Source: an optimization exercise on an open RTL-to-GDS flow (aim: a short achievable clock period and few clock cycles). Production flows keep margins and buffers that such runs may drop.
In this exercise RTL edits were held to simulation tests only and were not proved equivalent to the original.
Power and IR drop assume default switching activity.

Setup of the baseline:
Design PROCESSOR, start of the top module:
module PROCESSOR(
			input wire Clk,
			input wire Resetin,
			output wire [9:0] imem_addr,
			input wire [31:0] imem_data,
			output wire [9:0] dmem_addr,
			output wire [31:0] dmem_wdata,
			output wire dmem_we,
			input wire [31:0] dmem_rdata
    );
localparam OP_ALU  = 6'b100000;
localparam OP_LI   = 6'b111000;
localparam OP_LUI  = 6'b111001;
localparam OP_ADDI = 6'b110000;
localparam OP_ANDI = 6'b110010;
localparam OP_ORI  = 6'b110011;
localparam OP_LB   = 6'b000011;
localparam OP_LW   = 6'b001111;
localparam OP_SB   = 6'b000111;
localparam OP_SW   = 6'b011111;
localparam OP_B    = 6'b111111;
localparam OP_BEQ  = 6'b000000;
localparam OP_BNE  = 6'b000001;
function [31:0] ksadd(input [31:0] x, input [31:0] y, input cin);
	reg [31:0] g, p, t;
	integer i, d;
	begin
		g = x & y;
		p = x ^ y;
		t = p;
		g[0] = g[0] | (p[0] & cin);
		for (d = 1; d < 32; d = d * 2)
			for (i = 31; i >= d; i = i - 1) begin
				g[i] = g[i] | (p[i] & g[i-d]);
				p[i] = p[i] & p[i-d];
			end
		ksadd = t ^ {g[30:0], cin};
	end
endfunction
function [9:0] ksadd10(input [9:0] x, input [9:0] y, input cin);
	reg [9:0] g, p, t;
	integer i, d;
	begin
		g = x & y;
		p = x ^ y;
		t = p;
		g[0] = g[0] | (p[0] & cin);
		for (d = 1; d < 10; d = d * 2)
			for (i = 9; i >= d; i = i - 1) begin
				g[i] = g[i] | (p[i] & g[i-d]);
				p[i] = p[i] & p[i-d];
			end
		ksadd10 = t ^ {g[8:0], cin};
	end
endfunction
wire       stall_d;
wire       eq_e;
reg        r_eq_e, r_ne_e;
reg  [9:0] pcp1_e, off_e;
reg        pred_e;
wire [9:0] rtgt_e   = pred_e ? pcp1_e : ksadd10(pcp1_e, off_e, 1'b0);
wire [9:0] rtgtp1_e = pred_e ? pcp1_e + 10'd1 : ksadd10(pcp1_e, off_e, 1'b1);
reg  [9:0] pc_f, pcp1_f;
wire [31:0] ir_d = imem_data;
wire [5:0] op_d  = ir_d[31:26];
reg  [1:0] bht [0:31];
reg [31:0] bht_v, tk_bk, tk_fw;
wire [4:0] bidx_d = pcp1_f[4:0];
reg        pk_v, pk_bk, pk_fw;
wire       bpred_d = pk_v ? (ir_d[15] ? pk_bk : pk_fw) : ir_d[15];
wire       pred_d  = (op_d == OP_B) | (((op_d == OP_BEQ) | (op_d == OP_BNE)) & bpred_d);
wire [9:0] tgt_d   = ksadd10(pcp1_f, ir_d[9:0], 1'b0);
wire [9:0] tgtp1_d = ksadd10(pcp1_f, ir_d[9:0], 1'b1);
wire [9:0] pcp2_f  = pcp1_f + 10'd1;
assign imem_addr = pc_f;
wire [9:0] pc_norm   = stall_d ? pc_f   : (pred_d ? tgt_d   : pcp1_f);
  ...
For scale: about 1500 flip-flops, about 120 I/O pins.
Settings: LEC_CHECK=0, ABC_CLOCK_PERIOD_IN_PS=1500, CAP_MARGIN=20, CORE_MARGIN=2, CORE_UTILIZATION=40, PLACE_DENSITY=0.6, SLEW_MARGIN=20; clock period 10.0 ns.
standard.sh (not shown) runs the stock make flow with config.mk's settings and CLKGATE_MAP_FILE= SYNTH_SCRIPT=/design/flow/synth_recipe.tcl, a recipe that flattens the netlist after the stock synthesis.
==> flow/flow/run.sh <==
#!/bin/bash
# Standard layout, with repair_timing aiming for extra setup slack.
set -euo pipefail
bash standard.sh SETUP_SLACK_MARGIN=6.6 finish > standard.log 2>&1
The baseline reached the end of the flow, and the finished layout is clean on the timing, design-rule and antenna checks.
Testbench counts of the baseline, summed over its fixed seeds: cycles 34,240.
Input-level comparison between the candidate and the baseline:
==> flow/flow/run.sh <==
#!/bin/bash
# Standard layout, with repair_timing aiming for extra setup slack.
set -euo pipefail
bash standard.sh SETUP_SLACK_MARGIN=7.0 finish > standard.log 2>&1
- Number of diodes on the candidate is up relative to the baseline.
- Relative to the baseline, the candidate improves shortest period the worst path allows.
- Looking at clock power across both flows, the candidate is the stronger of the two, with the baseline trailing.
- Where maximum frequency is concerned, the baseline is outperformed by the candidate.
- The baseline → the candidate: first-pass detailed-route iteration total lower; total met3 wirelength after detailed routing now sits higher; portion of the layout cell area used by clock cells dropped 0.71 points; storage element area held.
- The candidate: power share of the clock group is 2.0 points lower than what the baseline reported.
- The baseline and the candidate ended up with roughly the same horizontal die dimension.
- Comparing worst-path maximum fanout for the baseline and the candidate, the smaller number came from the candidate.

==> static timing again, ports no longer ideal <==
The results above use ideal ports. As a check the final layouts listed here were re-extracted and re-timed, cells and wires unchanged.
Step 1 sets driving cells, clkbuf_16 on the clock port and buf_2 on the other inputs (assumed; they add their load-dependent delay and slew).
Step 2 also shifts input and output timing later by t, the mid clock arrival at the registers, as if the neighbouring blocks saw the same clock.
Slacks: no drivers / after step 1 / after step 2; pairs: no drivers / after step 1.
| run | t, ns | setup WS [ns] | worst setup path after step 2 | clock arrival spread, ns | worst slew at a driven data input, ns |
|---|---|---|---|---|---|
| the baseline | 0.887 | 6.373 / 6.373 / 5.528 | input to register | 0.061 / 0.060 | 0.34 |
| the candidate | 0.903 | 6.525 / 6.475 / 5.572 | input to register | 0.068 / 0.068 | 0.44 |
After both steps every run listed still meets setup and hold. For the candidate, which loses most, drivers alone change the setup slack by -0.050 ns; drivers and shift together by -0.953 ns.
